Source: an optimization exercise on an open RTL-to-GDS flow (aim: a short achievable clock period and few clock cycles). Production flows keep margins and buffers that such runs may drop. The RTL was checked by simulation tests, not by an equivalence proof against the original design. The clock port is modelled as an ideal driver; clocking choices that lean on that would not hold on a real chip.

==> delta: inputs <==
==> flow/design.v (excerpt) <==
module cpu16(clk, rst, imem_addr, imem_data, dmem_we, dmem_addr, dmem_wdata, dmem_rdata);
==> flow/config.mk <==
export PLATFORM = sky130hd
export DESIGN_NAME = cpu16
export DESIGN_NICKNAME = cpu16
export VERILOG_FILES = /design/flow/design.v
export SDC_FILE = /design/flow/constraint.sdc
export NUM_CORES = 4
export LEC_CHECK = 0
export ABC_CLOCK_PERIOD_IN_PS = 3000
export CAP_MARGIN = 20
export CORE_MARGIN = 2
export CORE_UTILIZATION = 30
export PLACE_DENSITY = 0.45
export SLEW_MARGIN = 20
==> flow/constraint.sdc <==
create_clock -name core_clock -period 12.5 [get_ports {clk}]
set_input_delay 2.5000 -clock core_clock [delete_from_list [all_inputs] [get_ports {clk}]]
set_output_delay 2.5000 -clock core_clock [all_outputs]
set_load 0.01 [all_outputs]
standard.sh (not shown) runs the stock make flow with config.mk's settings and CLKGATE_MAP_FILE= SYNTH_SCRIPT=/design/flow/synth_recipe.tcl, a recipe that flattens the netlist after the stock synthesis.
==> flow/flow/run.sh <==
#!/bin/bash
# The standard layout, with these changes to how it is made:
#  - the timing repair aims for more setup slack than the clock needs, so
#    that it shortens paths below the period;
#  - rst and dmem_we get neighbouring pins (flow/io.tcl);
#  - after CTS, flow/post_cts.tcl sizes the port buffers and the rst ->
#    dmem_we path (see that file).
set -euo pipefail
here=$(pwd)
bash standard.sh SETUP_SLACK_MARGIN=7.2 TNS_END_PERCENT=10 MATCH_CELL_FOOTPRINT=0 \
  PRE_IO_PLACEMENT_TCL="$here/flow/io.tcl" POST_CTS_TCL="$here/flow/post_cts.tcl" finish > make_finish.log 2>&1
Other scripts of this flow, unchanged in this note and not shown: flow/flow/io.tcl, flow/flow/post_cts.tcl
==> inputs of zinc, as changes to delta <==
--- a/flow/design.v
+++ b/flow/design.v
@@ -144,18 +144,18 @@
 assign v[0] = 16'd0;
 genvar j, k;
 generate
 	for (j = 1; j < 16; j = j + 1) begin : g
 		assign v[j] = (f1_en && f1_addr == j) ? f1_data :
-		              (f0_en && f0_addr == j) ? f0_data : r[j];
+		              (f0_en && f0_addr == j) ? f0_data :
+		              (w2_en && w2_addr == j) ? w2_data : r[j];
 		always @(posedge clk) begin
 			if (rst)
 				r[j] <= (j == 1) ? 16'd5 : 16'd0;
-			else if ((f1_en && f1_addr == j) || (f0_en && f0_addr == j))
+			else if ((f1_en && f1_addr == j) || (f0_en && f0_addr == j) ||
+			         (w2_en && w2_addr == j))
 				r[j] <= v[j];
-			else if (w2_en && w2_addr == j)
-				r[j] <= w2_data;
 		end
 	end
 	wire [15:0] q [0:15];
 	assign q[0] = 16'd0;
 	for (j = 1; j < 16; j = j + 1) begin : gq
@@ -241,18 +241,20 @@
             end
         end
     end
 endgenerate
 always @(posedge clk) begin
-    if (rst)
-        f_v <= 1'b0;
-    else
-        f_v <= ~(f_v & (f_tag == pcm1));
+    if (rst) begin
+        f_v   <= 1'b0;
+        c_ptr <= 3'd0;
+    end else begin
+        f_v   <= ~(f_v & (f_tag == pcm1));
+        if (fill)
+            c_ptr <= c_ptr + 3'd1;
+    end
     f_tag <= pcm1;
     f_dat <= imem_data;
-    if (fill)
-        c_ptr <= c_ptr + 3'd1;
 end
 wire h1 = |hv1;
 wire [15:0] ins0 = imem_data;
 wire [15:0] ins1 = cd[NC];
 wire [3:0] op0 = ins0[15:12], rd0 = ins0[11:8], rs0 = ins0[7:4], rt0 = ins0[3:0];
@@ -281,12 +283,15 @@
 wire [15:0] product;
 adder MADD(.a(m_s), .b(m_c), .out(product));
 function pend_mul(input [3:0] r);
     pend_mul = (xm_wr & (xm_rd == r)) | (m_wr & (m_rd == r));
 endfunction
-wire stall = pend_mul(rs0) | (uses_rt0 & pend_mul(rt0)) | (uses_rd0 & pend_mul(rd0));
-wire blk1  = pend_mul(rs1) | (uses_rt1 & pend_mul(rt1)) | (uses_rd1 & pend_mul(rd1));
+function pend_x(input [3:0] r);
+    pend_x = xm_wr & (xm_rd == r);
+endfunction
+wire stall = pend_x(rs0) | (uses_rt0 & pend_x(rt0)) | (uses_rd0 & pend_x(rd0));
+wire blk1  = pend_x(rs1) | (uses_rt1 & pend_x(rt1)) | (uses_rd1 & pend_x(rd1));
 wire [15:0] va0, vb0, vd0, va1, vb1, vd1;
 wire eq_t;
 regfile #(.NR(6)) RF0(.clk(clk), .rst(rst),
             .raddr({rd1, rt1, rs1, rd0, rt0, rs0}),
             .f0_en(x0_wr), .f0_addr(x0_rd), .f0_data(x0_res),
@@ -307,11 +312,19 @@
 wire [15:0] e_ct   = l_en ? l_ct   : bt_ct;
 wire  [3:0] e_crd  = l_en ? l_crd  : bt_crd;
 wire  [3:0] e_crs  = l_en ? l_crs  : bt_crs;
 wire  [3:0] e_trs  = l_en ? l_trs  : bt_trs;
 wire  [3:0] e_trt  = l_en ? l_trt  : bt_trt;
-wire ptk    = is_jmp0 | (is_cbeq0 & imm0[15]);           
+wire x0_sx  = x0_wr & ~x0_lw & ((x0_op == 3'd1) | (x0_op == 3'd3));
+wire x1_sx  = x1_wr & ~x1_lw & ((x1_op == 3'd1) | (x1_op == 3'd3));
+wire [3:0] bz_r = (rd0 == 4'd0) ? rs0 : rd0;             
+wire bz     = (rd0 == 4'd0) | (rs0 == 4'd0);
+wire bz1    = x1_wr & (x1_rd == bz_r);
+wire bz0    = x0_wr & (x0_rd == bz_r);
+wire fz     = is_cbeq0 & bz & (bz1 ? x1_sx : (bz0 & x0_sx));
+wire fz_eq  = bz1 ? (x1_a == x1_b) : (x0_a == x0_b);
+wire ptk    = is_jmp0 | (is_cbeq0 & (fz ? fz_eq : imm0[15]));    
 wire x_beq  = x_br & (x_bd == x0_a);                     
 wire mis    = (x_br & (x_beq != x_pt)) |
               (x_f0 & (x0_a == x0_b)) | (x_f1 & (x1_a == x1_b));
 wire go     = ~mis & ~stall;
 wire raw    = d_wr0 & ((rd0 == rs1) | (uses_rt1 & (rd0 == rt1)) | (uses_rd1 & (rd0 == rd1)));
@@ -350,11 +363,11 @@
         x_f0   <= 1'b0;
         x_f1   <= 1'b0;
     end else begin
         l_en   <= go & is_jmp0;
         p_cnt  <= go & is_cbeq0 & ~ptk & ~fold;
-        x_br   <= go & is_cbeq0;
+        x_br   <= go & is_cbeq0 & ~fz;
         x_f0   <= go & fold & e_cj & ~t_now & ~ok;
         x_f1   <= go & fold & e_cj & ~t_now & ok;
         if (l_en) begin
             bt_v  <= 1'b1;
             bt_cj <= l_cj;
@@ -375,11 +388,14 @@
     l_ct  <= p_ct;
     l_crd <= p_crd;
     l_crs <= p_crs;
     l_trs <= p_trs;
     l_trt <= p_trt;
-    if (go) begin
+    if (rst) begin
+        q_rs <= 4'd0;
+        q_rt <= 4'd0;
+    end else if (go) begin
         q_rs <= ok ? rs1 : rs0;
         q_rt <= ok ? rt1 : rt0;
     end
     p_trs <= q_rs;
     p_trt <= q_rt;
==> metrics.md <==
| Metric | Value |
|---|---|
| Status | `finished with violations` |
| Violated checks | `max-capacitance violations, max-slew violations` |
| Slew Viols, Final | `13` |
| Synth Area in XOR/XNOR | `7.07%` |
| Most frequent CP cell | `nor2_1` |
| Initial DRC count | `12.9k` |
| Final worst-path cycle share | `44.4%` |
| Average cell area after synthesis | `just over 8 sq um` |
| Cell Area, Placed | `roughly 78,000 sq um` |
| GPL Wtd Cong | `between 1 and 1.5` |
| Compound-gate portion of the synthesized area | `24.5%` |
| Max-cap violations | `1` |
Source of the figures above: zinc

==> metrics.md <==
| Metric | Value |
|---|---|
| Compound-gate portion of the synthesized area | `26.0%` |
| Status | `no timing/DRC/antenna violations` |
| Initial DRC count | `around 14k` |
| Max-cap violations | `0` |
| Slew Viols, Final | `0` |
| Final worst-path cycle share | `44.8%` |
| Cell Area, Placed | `79,400 sq um` |
Source of the figures above: delta

Testbench counts of delta, summed over its fixed seeds: cycles 37,079.
Testbench counts of zinc, summed over its fixed seeds: cycles 36,568.

## separate check: timing with driven ports
No port has a modelled driver above. Below, the same layouts with a new extraction and two added sets of constraints.
Step 1 assumes that a clkbuf_16 drives the clock port and a buf_2 every other input.
Step 2 adds t to the input delays and takes it off the output delays; t is the mean of the earliest and latest rising clock arrival at the registers after step 1. Input paths then give back, and output paths get back, about the clock's delay inside the block.
Three values: no drivers, after step 1, after step 2; two values: the first two.
| run | t, ns | setup WS [ns] | worst setup path at the end | worst slew at a driven data input, ns | pins driven straight from the clock port |
|---|---|---|---|---|---|
| delta | 0.916 | 6.902 / 6.902 / 6.194 | input to register | 0.16 | 1 |
| zinc | 0.922 | 6.951 / 6.951 / 6.199 | input to register | 0.18 | 1 |
For zinc, which loses most, drivers alone change the setup slack by 0.000 ns; drivers and shift together by -0.752 ns.
